This design comes from an exercise in tuning for small area, a short achievable clock period and few clock cycles on the open sky130 flow, not from production work.
In this exercise RTL edits were held to simulation tests only and were not proved equivalent to the original.
Power and IR drop assume default switching activity.

==> 06-16 <==
// LASER
module LASER (
input CLK,
input RST,
input [3:0] X,
input [3:0] Y,
output reg [3:0] C1X,
output reg [3:0] C1Y,
output reg [3:0] C2X,
output reg [3:0] C2Y,
output reg DONE);
localparam LAT = 3;        
localparam TREECUT = 0;
localparam NPC = LAT - 2 - TREECUT;  
localparam ST_LOAD = 3'd0, ST_SCAN = 3'd1, ST_WAIT = 3'd2, ST_MASK = 3'd3, ST_DONE = 3'd4;
reg [2:0] state;
reg load;
reg [5:0] cnt;
reg first;             
reg ph;                
reg iss_v, iss_sof, iss_mask;
reg [3:0] iss_y;
reg [15:0] oxsel;      
reg [159:0] pxs, pys;
reg [39:0] msk;
wire [39:0] mnew;
always @(posedge CLK) begin
    pxs <= {pxs[155:0], load ? X : pxs[159:156]};
    pys <= {pys[155:0], load ? Y : pys[159:156]};
    if (load)
        msk <= 40'd0;
    else if (iss_mask)
        msk <= {mnew[38:0], mnew[39]};
    else
        msk <= {msk[38:0], msk[39]};
end
function [15:0] tge;
    input [3:0] v;
    reg [3:0] gt, eq, tl;
    integer h, l;
    begin
        eq[0] = ~v[3] & ~v[2]; eq[1] = ~v[3] & v[2]; eq[2] = v[3] & ~v[2]; eq[3] = v[3] & v[2];
        gt[0] = 1'b0; gt[1] = eq[0]; gt[2] = ~v[3]; gt[3] = ~(v[3] & v[2]);
        tl[0] = ~v[1] & ~v[0]; tl[1] = ~v[1]; tl[2] = ~(v[1] & v[0]); tl[3] = 1'b1;
        for (h = 0; h < 4; h = h + 1)
            for (l = 0; l < 4; l = l + 1)
                tge[h*4+l] = gt[h] | (eq[h] & tl[l]);
    end
endfunction
wire [15:0] ecov [0:39];    
genvar gi;
generate for (gi = 0; gi < 40; gi = gi + 1) begin : pt
    wire [3:0] px = pxs[gi*4 +: 4];
    wire [3:0] py = pys[gi*4 +: 4];
    wire [4:0] d = {1'b0, iss_y} - {1'b0, py};
    reg [2:0] w;
    reg ok;
    always @(*) begin
        ok = 1'b1;
        case (d)
            5'd0:                          w = 3'd4;
            5'd1, 5'd2, 5'd31, 5'd30:      w = 3'd3;
            5'd3, 5'd29:                   w = 3'd2;
            5'd4, 5'd28:                   w = 3'd0;
            default: begin                 w = 3'd0; ok = 1'b0; end
        endcase
    end
    wire [4:0] ls = {1'b0, px} - {2'b0, w};
    wire [4:0] hs = {1'b0, px} + {2'b0, w};
    wire [3:0] lo = ls[4] ? 4'd0 : ls[3:0];
  ...
Settings: LEC_CHECK=0, CAP_MARGIN=20, CORE_MARGIN=2, CORE_UTILIZATION=40, SLEW_MARGIN=20; clock period 8.0 ns.
run.sh (not shown) runs the stock make flow with config.mk's settings and CLKGATE_MAP_FILE= SYNTH_SCRIPT=/design/flow/synth_recipe.tcl, a recipe that flattens the netlist after the stock synthesis.
==> inputs of 02-25, as changes to 06-16 <==
--- a/flow/design.v
+++ b/flow/design.v
@@ -4,35 +4,49 @@
 input [3:0] X,
 input [3:0] Y,
 output reg [3:0] C1X,
 output reg [3:0] C1Y,
 output reg [3:0] C2X,
 output reg [3:0] C2Y,
 output reg DONE);
-localparam LAT = 3;        
-localparam TREECUT = 0;
-localparam NPC = LAT - 2 - TREECUT;  
+localparam NPC = 1;        
+localparam LAT = NPC + 4;      
+localparam TW = 9;             
 localparam ST_LOAD = 3'd0, ST_SCAN = 3'd1, ST_WAIT = 3'd2, ST_MASK = 3'd3, ST_DONE = 3'd4;
 reg [2:0] state;
 reg load;
 reg [5:0] cnt;
 reg first;             
 reg ph;                
 reg iss_v, iss_sof, iss_mask;
 reg [3:0] iss_y;
 reg [15:0] oxsel;      
+wire [TW-1:0] tag0 = {iss_mask, iss_v, iss_sof, iss_v & (iss_y == (first ? 4'd15 : 4'd12)), first, iss_y};
+reg  [TW*LAT-1:0] tagp;      
+always @(posedge CLK or posedge RST) begin
+    if (RST)
+        tagp <= {(TW*LAT){1'b0}};
+    else
+        tagp <= {tagp[TW*LAT-TW-1:0], tag0};
+end
+wire [TW-1:0] tag1 = tagp[TW*1-1 -: TW];               
+wire [TW-1:0] tagc = tagp[TW*(NPC+2)-1 -: TW];         
+wire [TW-1:0] tg   = tagp[TW*LAT-1 -: TW];             
 reg [159:0] pxs, pys;
-reg [39:0] msk;
+reg [39:0] msk;        
+reg [119:0] cls;       
 wire [39:0] mnew;
+wire [119:0] clsn;
 always @(posedge CLK) begin
     pxs <= {pxs[155:0], load ? X : pxs[159:156]};
     pys <= {pys[155:0], load ? Y : pys[159:156]};
+    cls <= {clsn[116:0], clsn[119:117]};
     if (load)
         msk <= 40'd0;
-    else if (iss_mask)
+    else if (tag1[8])
         msk <= {mnew[38:0], mnew[39]};
     else
         msk <= {msk[38:0], msk[39]};
 end
 function [15:0] tge;
     input [3:0] v;
     reg [3:0] gt, eq, tl;
@@ -48,26 +62,28 @@
 endfunction
 wire [15:0] ecov [0:39];    
 genvar gi;
 generate for (gi = 0; gi < 40; gi = gi + 1) begin : pt
     wire [3:0] px = pxs[gi*4 +: 4];
     wire [3:0] py = pys[gi*4 +: 4];
     wire [4:0] d = {1'b0, iss_y} - {1'b0, py};
-    reg [2:0] w;
-    reg ok;
+    reg [2:0] c;
     always @(*) begin
-        ok = 1'b1;
         case (d)
-            5'd0:                          w = 3'd4;
-            5'd1, 5'd2, 5'd31, 5'd30:      w = 3'd3;
-            5'd3, 5'd29:                   w = 3'd2;
-            5'd4, 5'd28:                   w = 3'd0;
-            default: begin                 w = 3'd0; ok = 1'b0; end
+            5'd0:                          c = 3'b111;
+            5'd1, 5'd2, 5'd31, 5'd30:      c = 3'b110;
+            5'd3, 5'd29:                   c = 3'b101;
+            5'd4, 5'd28:                   c = 3'b100;
+            default:                       c = 3'b000;
         endcase
     end
+    assign clsn[gi*3 +: 3] = c;
+    wire ok = cls[gi*3+2];
+    wire [1:0] wc = cls[gi*3 +: 2];
+    wire [2:0] w = (wc == 2'd0) ? 3'd0 : {1'b0, wc} + 3'd1;
     wire [4:0] ls = {1'b0, px} - {2'b0, w};
     wire [4:0] hs = {1'b0, px} + {2'b0, w};
     wire [3:0] lo = ls[4] ? 4'd0 : ls[3:0];
     wire [3:0] hi = hs[4] ? 4'd15 : hs[3:0];
     wire [15:0] cov = {16{ok}} & tge(lo) & ~(tge(hi) << 1);
     assign ecov[gi] = cov | {16{msk[gi]}};
     assign mnew[gi] = |(cov & oxsel);
@@ -80,67 +96,85 @@
     genvar gj;
     for (gj = 0; gj < 40; gj = gj + 1) begin : b
         assign bits[gj] = ecov[gj][gk];
     end
     laser_pc40 pc (.CLK(CLK), .b(bits), .s(ccnt[gk]));
     always @(posedge CLK) ccnt_r[6*gk +: 6] <= ccnt[gk];
 end endgenerate
-wire [7:0] tag0 = {iss_v, iss_sof, iss_v & (iss_y == (first ? 4'd15 : 4'd12)), first, iss_y};
-reg  [8*LAT-1:0] tagp;      
-always @(posedge CLK or posedge RST) begin
-    if (RST)
-        tagp <= {(8*LAT){1'b0}};
-    else
-        tagp <= {tagp[8*LAT-9:0], tag0};
-end
-wire [7:0] tagc = tagp[8*(NPC+1)-1 -: 8];      
 wire [15:0] cvalid = tagc[4] ? ~((tagc[3:0] == 4'd15) ? 16'h8000 : 16'h0000)
                              : (16'h3ffc & ~((tagc[3:0] == 4'd12) ? 16'h2000 : 16'h0000));
-function [10:0] pick;
-    input [10:0] a, b;
-    pick = (b[10:4] >= a[10:4]) ? b : a;
+function [15:0] colbit;
+    input [95:0] cc;
+    input [2:0] b;
+    integer k;
+    for (k = 0; k < 16; k = k + 1) colbit[k] = cc[6*k + b];
 endfunction
-wire [10:0] n1 [0:7];
-wire [10:0] n2 [0:3];
-reg  [43:0] n2_r;
-wire [10:0] n3 [0:1];
-wire [10:0] n4;
-genvar gn;
-generate
-    for (gn = 0; gn < 8; gn = gn + 1) begin : lv1
-        wire [3:0] ia = 2*gn;
-        wire [3:0] ib = 2*gn+1;
-        assign n1[gn] = pick({cvalid[2*gn], ccnt_r[12*gn +: 6], ia},
-                             {cvalid[2*gn+1], ccnt_r[12*gn+6 +: 6], ib});
-    end
-    for (gn = 0; gn < 4; gn = gn + 1) begin : lv2
-        assign n2[gn] = pick(n1[2*gn], n1[2*gn+1]);
-    end
-    if (TREECUT) begin : tc
-        always @(posedge CLK) begin
-            n2_r <= {n2[3], n2[2], n2[1], n2[0]};
-        end
-        assign n3[0] = pick(n2_r[10:0], n2_r[21:11]);
-        assign n3[1] = pick(n2_r[32:22], n2_r[43:33]);
-    end else begin : ntc
-        assign n3[0] = pick(n2[0], n2[1]);
-        assign n3[1] = pick(n2[2], n2[3]);
-    end
-endgenerate
-assign n4 = pick(n3[0], n3[1]);
+reg [15:0] e5, e4, e3;
+reg [2:0] mh;
+always @(*) begin
+    mh[2] = |(cvalid & colbit(ccnt_r, 5));
+    e5 = mh[2] ? (cvalid & colbit(ccnt_r, 5)) : cvalid;
+    mh[1] = |(e5 & colbit(ccnt_r, 4));
+    e4 = mh[1] ? (e5 & colbit(ccnt_r, 4)) : e5;
+    mh[0] = |(e4 & colbit(ccnt_r, 3));
+    e3 = mh[0] ? (e4 & colbit(ccnt_r, 3)) : e4;
+end
+reg [15:0] s3;
+reg [2:0] s3_mh;
+reg [47:0] s3_lo;      
+integer k3;
+always @(posedge CLK) begin
+    s3 <= e3;
+    s3_mh <= mh;
+    for (k3 = 0; k3 < 16; k3 = k3 + 1) s3_lo[3*k3 +: 3] <= ccnt_r[6*k3 +: 3];
+end
+function [15:0] lobit;
+    input [47:0] cc;
+    input [2:0] b;
+    integer k;
+    for (k = 0; k < 16; k = k + 1) lobit[k] = cc[3*k + b];
+endfunction
+reg [15:0] e2, e1, e0;
+reg [2:0] ml;
+always @(*) begin
+    ml[2] = |(s3 & lobit(s3_lo, 2));
+    e2 = ml[2] ? (s3 & lobit(s3_lo, 2)) : s3;
+    ml[1] = |(e2 & lobit(s3_lo, 1));
+    e1 = ml[1] ? (e2 & lobit(s3_lo, 1)) : e2;
+    ml[0] = |(e1 & lobit(s3_lo, 0));
+    e0 = ml[0] ? (e1 & lobit(s3_lo, 0)) : e1;
+end
+reg [3:0] pidx;
+integer kp;
+always @(*) begin
+    pidx = 4'd0;
+    for (kp = 0; kp < 16; kp = kp + 1) if (e0[kp]) pidx = kp;
+end
 reg [5:0] g_cnt;
 reg [3:0] g_x;
 always @(posedge CLK) begin
-    g_cnt <= n4[9:4];
-    g_x <= n4[3:0];
+    g_cnt <= {s3_mh, ml};
+    g_x <= pidx;
 end
-wire [7:0] tg = tagp[8*LAT-1 -: 8];
 reg [5:0] b_cnt;
 reg [3:0] b_x, b_y;
-wire take = tg[6] | (g_cnt >= b_cnt);
+function ge6;
+    input [5:0] a, b;
+    reg [5:0] gt, eq;
+    integer i;
+    reg r;
+    begin
+        gt = a & ~b;
+        eq = ~(a ^ b);
+        r = 1'b1;
+        for (i = 0; i < 6; i = i + 1) r = gt[i] | (eq[i] & r);
+        ge6 = r;
+    end
+endfunction
+wire take = tg[6] | ge6(g_cnt, b_cnt);
 wire [3:0] f_x = take ? g_x : b_x;
 wire [3:0] f_y = take ? tg[3:0] : b_y;
 wire scan_end = tg[7] & tg[5];
 always @(posedge CLK) begin
     if (tg[7] & take) begin
         b_cnt <= g_cnt;
         b_x <= g_x;
==> qor summary <==
Met1 layer wirelength in the final routing: 06-16 117000 um; 02-25 109000 um
Leakage: 06-16 38.4 nW; 02-25 38.6 nW
First-pass iteration count of the detailed router: 06-16 8; 02-25 7
Largest stage delay on the critical path: 06-16 480 ps; 02-25 510 ps
Wire length on met3: 06-16 23800 um; 02-25 24200 um
Critical path depth: 06-16 25; 02-25 17
Met2 routed WL: 06-16 116000 um; 02-25 112000 um
Grt met1 use: 06-16 40.5%; 02-25 36.1%
Adder and majority gate portion of the synthesized area: 06-16 28.5%; 02-25 28.8%
Initial antenna violation count: 06-16 11; 02-25 16
Fraction of synthesized cell area in xor and xnor cells: 06-16 2.15%; 02-25 2.65%
Die Footprint: 06-16 0.181 mm^2; 02-25 0.187 mm^2
Run status: 06-16 complete, no violations; 02-25 complete, no violations
Count of mapped cells out of synthesis: 06-16 8369; 02-25 8456
Switching power: 06-16 2.11 mW; 02-25 2.32 mW
Std cell rows: 06-16 154; 02-25 157
Synth Area in Compound Gates: 06-16 21.3%; 02-25 17.8%
DPL Wire Length: 06-16 219000 um; 02-25 211000 um
Part of the power in combinational logic: 06-16 2.5%; 02-25 0.2%
Routability congestion estimate: 06-16 1.03; 02-25 1.05
Worst slack, placed: 06-16 614 ps; 02-25 3180 ps
Number of well-tap cells placed: 06-16 2340; 02-25 2464
Testbench counts of 06-16, summed over its fixed seeds: cycles 13,432.
Testbench counts of 02-25, summed over its fixed seeds: cycles 14,472.

==> re-timing with driven ports <==
The results above use ideal ports. As a check the final layouts listed here were re-extracted and re-timed, cells and wires unchanged. Step 1 sets driving cells, clkbuf_16 on the clock port and buf_2 on the other inputs (assumed; they add their load-dependent delay and slew). Step 2 moves the port delays by t, midway between the first and last clock arrival at a register: inputs arrive t later, outputs are due t later. That takes back most of the time a late clock gives input paths. Three values: ideal ports, drivers, drivers and shift; two values: the first two.
run	t, ns	setup slack, ns	worst setup path at the end	worst data-port slew with drivers (ns)	cell pins on the clock port's net
06-16	0.828	0.742 / 0.742 / 0.742	register to register	0.05	1
02-25	0.851	3.138 / 3.138 / 3.138	register to register	0.07	1
After both steps setup and hold are still met in every run listed.
